Source: an optimization exercise on an open RTL-to-GDS flow (aim: small area and a short achievable clock period). Production flows keep margins and buffers that such runs may drop. Only simulation tests tie the RTL to the original design; equivalence was not proved. No activity file was given, so power comes from the tool's default toggle rates.

==> module regfile, before the edit <==
module regfile (
  input             clk,
  input             we,
  input      [4:0]  rs1, rs2, rd,
  input      [31:0] rd_data,
  input             use_imm,
  input      [31:0] imm,
  output     [31:0] rs1v, rs1n_agu, rs2v, rs2v_mem
);
  wire [31:0] q [0:31];
  wire [31:0] s1, s2;
  assign q[0] = 32'b0;
  genvar r, k, j;
  generate
    wire [4:0] rs1n, rs2n;
    wire [3:0] lo1n, lo2n;
    wire [7:0] hi1n, hi2n;
    wire       use_imm_n;
    c_inv ui (.a(use_imm), .y(use_imm_n));
    for (j = 0; j < 5; j = j + 1) begin : g_inv
      c_inv i1 (.a(rs1[j]), .y(rs1n[j]));
      c_inv i2 (.a(rs2[j]), .y(rs2n[j]));
    end
    for (j = 0; j < 4; j = j + 1) begin : g_lo
      c_nand2 l1 (.a(j[0] ? rs1[0] : rs1n[0]), .b(j[1] ? rs1[1] : rs1n[1]), .y(lo1n[j]));
      c_nand3 l2 (.a(j[0] ? rs2[0] : rs2n[0]), .b(j[1] ? rs2[1] : rs2n[1]), .c(use_imm_n), .y(lo2n[j]));
    end
    for (j = 0; j < 8; j = j + 1) begin : g_hi
      c_nand3 h1 (.a(j[0] ? rs1[2] : rs1n[2]), .b(j[1] ? rs1[3] : rs1n[3]), .c(j[2] ? rs1[4] : rs1n[4]), .y(hi1n[j]));
      c_nand3 h2 (.a(j[0] ? rs2[2] : rs2n[2]), .b(j[1] ? rs2[3] : rs2n[3]), .c(j[2] ? rs2[4] : rs2n[4]), .y(hi2n[j]));
    end
    assign s1[0] = 1'b0;
    assign s2[0] = 1'b0;
    for (r = 1; r < 32; r = r + 1) begin : g_dec
      c_nor2 d1 (.a(hi1n[r/4]), .b(lo1n[r%4]), .y(s1[r]));
      c_nor2 d2 (.a(hi2n[r/4]), .b(lo2n[r%4]), .y(s2[r]));
    end
    for (r = 1; r < 32; r = r + 1) begin : g_r
      reg  [31:0] x;
      wire [31:0] d;
      wire        w  = we & (rd == r);
      wire        wn = ~w;
      for (k = 0; k < 32; k = k + 1) begin : g_b
        rf_hold h (.q(x[k]), .d(rd_data[k]), .w(w), .wn(wn), .y(d[k]));
      end
      always @(posedge clk) x <= d;
      assign q[r] = x;
    end
    for (k = 0; k < 32; k = k + 1) begin : g_col
      wire [10:0] a1, a2;
      wire [2:0]  o1, o2;
      wire        a2i;
      for (j = 0; j < 10; j = j + 1) begin : g_t
        rf_aoi3 t1 (.a(q[3*j+1][k]), .sa(s1[3*j+1]), .b(q[3*j+2][k]), .sb(s1[3*j+2]),
                    .c(q[3*j+3][k]), .sc(s1[3*j+3]), .y(a1[j]));
        rf_aoi3 t2 (.a(q[3*j+1][k]), .sa(s2[3*j+1]), .b(q[3*j+2][k]), .sb(s2[3*j+2]),
                    .c(q[3*j+3][k]), .sc(s2[3*j+3]), .y(a2[j]));
      end
      c_nand2 n1 (.a(q[31][k]), .b(s1[31]), .y(a1[10]));
      c_nand2 n2 (.a(q[31][k]), .b(s2[31]), .y(a2[10]));
      c_nand2 n3 (.a(imm[k]), .b(use_imm), .y(a2i));
      c_nand4 p10 (.a(a1[0]), .b(a1[1]), .c(a1[2]), .d(a1[3]), .y(o1[0]));
      c_nand4 p11 (.a(a1[4]), .b(a1[5]), .c(a1[6]), .d(a1[7]), .y(o1[1]));
      c_nand3 p12 (.a(a1[8]), .b(a1[9]), .c(a1[10]), .y(o1[2]));
      c_nand4 p20 (.a(a2[0]), .b(a2[1]), .c(a2[2]), .d(a2[3]), .y(o2[0]));
      c_nand4 p21 (.a(a2[4]), .b(a2[5]), .c(a2[6]), .d(a2[7]), .y(o2[1]));
      c_nand4 p22 (.a(a2[8]), .b(a2[9]), .c(a2[10]), .d(a2i), .y(o2[2]));
      c_nor3 f1a (.a(o1[0]), .b(o1[1]), .c(o1[2]), .y(rs1n_agu[k]));
      c_or3  f1b (.a(o1[0]), .b(o1[1]), .c(o1[2]), .y(rs1v[k]));
      c_or3  f2a (.a(o2[0]), .b(o2[1]), .c(o2[2]), .y(rs2v[k]));
      c_or3  f2b (.a(o2[0]), .b(o2[1]), .c(o2[2]), .y(rs2v_mem[k]));
    end
  endgenerate
endmodule
==> flow/config.mk <==
export PLATFORM = sky130hd
export DESIGN_NAME = rv32i_cpu
export DESIGN_NICKNAME = rv32i_cpu
export VERILOG_FILES = /design/flow/design.v
export SDC_FILE = /design/flow/constraint.sdc
export NUM_CORES = 8
export LEC_CHECK = 0
export CAP_MARGIN = 20
export CORE_MARGIN = 2
export CORE_UTILIZATION = 40
export PLACE_DENSITY = 0.6
export SLEW_MARGIN = 20
export SYNTH_HIERARCHICAL = 1
==> flow/constraint.sdc <==
create_clock -name core_clock -period 19.5 [get_ports {clk}]
set_input_delay 3.9000 -clock core_clock [delete_from_list [all_inputs] [get_ports {clk}]]
set_output_delay 3.9000 -clock core_clock [all_outputs]
set_load 0.01 [all_outputs]
standard.sh (not shown) runs the stock make flow with config.mk's settings and CLKGATE_MAP_FILE= SYNTH_SCRIPT=/design/flow/synth_recipe.tcl, a recipe that flattens the netlist after the stock synthesis.
==> flow/flow/run.sh <==
#!/bin/bash
# Own layout flow: the standard flow (standard.sh) with these changes:
#  - the standard synthesis runs first, on its own and unchanged;
#  - ports are buffered with buf_2 instead of the default delay cell;
#  - clock tree synthesis uses clusters of up to 14 sinks and 60 um, clkbuf_4/8, no dummy loads;
#  - the timing repair steps aim for a setup slack margin, which sizes up the critical path.
# Each step's full output goes to its own log file in this folder; ORFS's logs are under orfs/logs.
set -euo pipefail
cd "$(dirname "$0")/.."
MARGIN=${MARGIN:-9}
bash standard.sh synth > flow_synth.log 2>&1
bash standard.sh \
  "BUFFER_PORTS_ARGS=-buffer_cell sky130_fd_sc_hd__buf_2" \
  "CTS_ARGS=-sink_clustering_enable -repair_clock_nets -dont_use_dummy_load -sink_clustering_size 14 -sink_clustering_max_diameter 60 -buf_list {sky130_fd_sc_hd__clkbuf_4 sky130_fd_sc_hd__clkbuf_8}" \
  "SETUP_SLACK_MARGIN=$MARGIN" \
  "TNS_END_PERCENT=5" \
  finish > flow_finish.log 2>&1
Edit:
--- a/flow/design.v
+++ b/flow/design.v
@@ -498,9 +498,9 @@
   input      [31:0] imm,
   output     [31:0] rs1v, rs1n_agu, rs2v, rs2v_mem
 );
   wire [31:0] q [0:31];
-  wire [31:0] s1, s2;
+  wire [127:0] s1f, s2f, wf, wnf;
   assign q[0] = 32'b0;
   genvar r, k, j;
   generate
     wire [4:0] rs1n, rs2n;
@@ -519,21 +519,33 @@
     for (j = 0; j < 8; j = j + 1) begin : g_hi
       c_nand3 h1 (.a(j[0] ? rs1[2] : rs1n[2]), .b(j[1] ? rs1[3] : rs1n[3]), .c(j[2] ? rs1[4] : rs1n[4]), .y(hi1n[j]));
       c_nand3 h2 (.a(j[0] ? rs2[2] : rs2n[2]), .b(j[1] ? rs2[3] : rs2n[3]), .c(j[2] ? rs2[4] : rs2n[4]), .y(hi2n[j]));
     end
-    assign s1[0] = 1'b0;
-    assign s2[0] = 1'b0;
+    wire [4:0] rdn;
+    wire [3:0] low_n;
+    wire [7:0] hiw_n;
+    for (j = 0; j < 5; j = j + 1) begin : g_invw
+      c_inv iw (.a(rd[j]), .y(rdn[j]));
+    end
+    for (j = 0; j < 4; j = j + 1) begin : g_low
+      c_nand3 lw (.a(j[0] ? rd[0] : rdn[0]), .b(j[1] ? rd[1] : rdn[1]), .c(we), .y(low_n[j]));
+    end
+    for (j = 0; j < 8; j = j + 1) begin : g_hiw
+      c_nand3 hw (.a(j[0] ? rd[2] : rdn[2]), .b(j[1] ? rd[3] : rdn[3]), .c(j[2] ? rd[4] : rdn[4]), .y(hiw_n[j]));
+    end
     for (r = 1; r < 32; r = r + 1) begin : g_dec
-      c_nor2 d1 (.a(hi1n[r/4]), .b(lo1n[r%4]), .y(s1[r]));
-      c_nor2 d2 (.a(hi2n[r/4]), .b(lo2n[r%4]), .y(s2[r]));
+      for (j = 0; j < 4; j = j + 1) begin : g_grp
+        c_nor2 d1 (.a(hi1n[r/4]), .b(lo1n[r%4]), .y(s1f[32*j+r]));
+        c_nor2 d2 (.a(hi2n[r/4]), .b(lo2n[r%4]), .y(s2f[32*j+r]));
+        c_nor2 dw (.a(hiw_n[r/4]), .b(low_n[r%4]), .y(wf[32*j+r]));
+        c_inv  dn (.a(wf[32*j+r]), .y(wnf[32*j+r]));
+      end
     end
     for (r = 1; r < 32; r = r + 1) begin : g_r
       reg  [31:0] x;
       wire [31:0] d;
-      wire        w  = we & (rd == r);
-      wire        wn = ~w;
       for (k = 0; k < 32; k = k + 1) begin : g_b
-        rf_hold h (.q(x[k]), .d(rd_data[k]), .w(w), .wn(wn), .y(d[k]));
+        rf_hold h (.q(x[k]), .d(rd_data[k]), .w(wf[32*(k/8)+r]), .wn(wnf[32*(k/8)+r]), .y(d[k]));
       end
       always @(posedge clk) x <= d;
       assign q[r] = x;
     end
@@ -541,15 +553,15 @@
       wire [10:0] a1, a2;
       wire [2:0]  o1, o2;
       wire        a2i;
       for (j = 0; j < 10; j = j + 1) begin : g_t
-        rf_aoi3 t1 (.a(q[3*j+1][k]), .sa(s1[3*j+1]), .b(q[3*j+2][k]), .sb(s1[3*j+2]),
-                    .c(q[3*j+3][k]), .sc(s1[3*j+3]), .y(a1[j]));
-        rf_aoi3 t2 (.a(q[3*j+1][k]), .sa(s2[3*j+1]), .b(q[3*j+2][k]), .sb(s2[3*j+2]),
-                    .c(q[3*j+3][k]), .sc(s2[3*j+3]), .y(a2[j]));
+        rf_aoi3 t1 (.a(q[3*j+1][k]), .sa(s1f[32*(k/8)+3*j+1]), .b(q[3*j+2][k]), .sb(s1f[32*(k/8)+3*j+2]),
+                    .c(q[3*j+3][k]), .sc(s1f[32*(k/8)+3*j+3]), .y(a1[j]));
+        rf_aoi3 t2 (.a(q[3*j+1][k]), .sa(s2f[32*(k/8)+3*j+1]), .b(q[3*j+2][k]), .sb(s2f[32*(k/8)+3*j+2]),
+                    .c(q[3*j+3][k]), .sc(s2f[32*(k/8)+3*j+3]), .y(a2[j]));
       end
-      c_nand2 n1 (.a(q[31][k]), .b(s1[31]), .y(a1[10]));
-      c_nand2 n2 (.a(q[31][k]), .b(s2[31]), .y(a2[10]));
+      c_nand2 n1 (.a(q[31][k]), .b(s1f[32*(k/8)+31]), .y(a1[10]));
+      c_nand2 n2 (.a(q[31][k]), .b(s2f[32*(k/8)+31]), .y(a2[10]));
       c_nand2 n3 (.a(imm[k]), .b(use_imm), .y(a2i));
       c_nand4 p10 (.a(a1[0]), .b(a1[1]), .c(a1[2]), .d(a1[3]), .y(o1[0]));
       c_nand4 p11 (.a(a1[4]), .b(a1[5]), .c(a1[6]), .d(a1[7]), .y(o1[1]));
       c_nand3 p12 (.a(a1[8]), .b(a1[9]), .c(a1[10]), .y(o1[2]));
Outcome: Worst setup slack gets better by 0.075 ns. Maximum frequency increases by 0.66%. Register-to-register slack gets worse by 0.14 ns. Core utilization decreases by 0.98 points. Clock power is about the same. Non-clock buffer count decreases by 45. Hold slack gets better by 0.0032 ns. Flip-flop and latch count does not change. Final area increases by 0.70%. Clock skew decreases by 0.0039 ns.

==> port drivers added, routing unchanged <==
Ports are ideal in the flow. The routed layouts listed here were re-timed in OpenROAD.
Step 1, drivers: a clkbuf_16 drives clk and a buf_2 each remaining input, both assumed.
Step 2 moves the port delays by t, midway between the first and last clock arrival at a register: inputs arrive t later, outputs are due t later. That takes back most of the time a late clock gives input paths.
a / b / c = ideal / step 1 / step 2; a / b = the first two.
run	t (ns)	slack for setup (ns)	worst hold slack (ns)	latest minus earliest clock arrival (ns)	worst register clock-pin slew, ns
the first run	0.852	8.111 / 8.018 / 7.736	0.515 / 0.515 / 0.515	0.117 / 0.116	0.10 / 0.10
the second run	0.829	8.186 / 8.021 / 7.711	0.518 / 0.518 / 0.518	0.113 / 0.112	0.10 / 0.10
After both steps setup and hold are still met in every run listed. The setup slack of the second run, which loses most, moves by -0.165 ns with the drivers and by -0.475 ns with both steps.
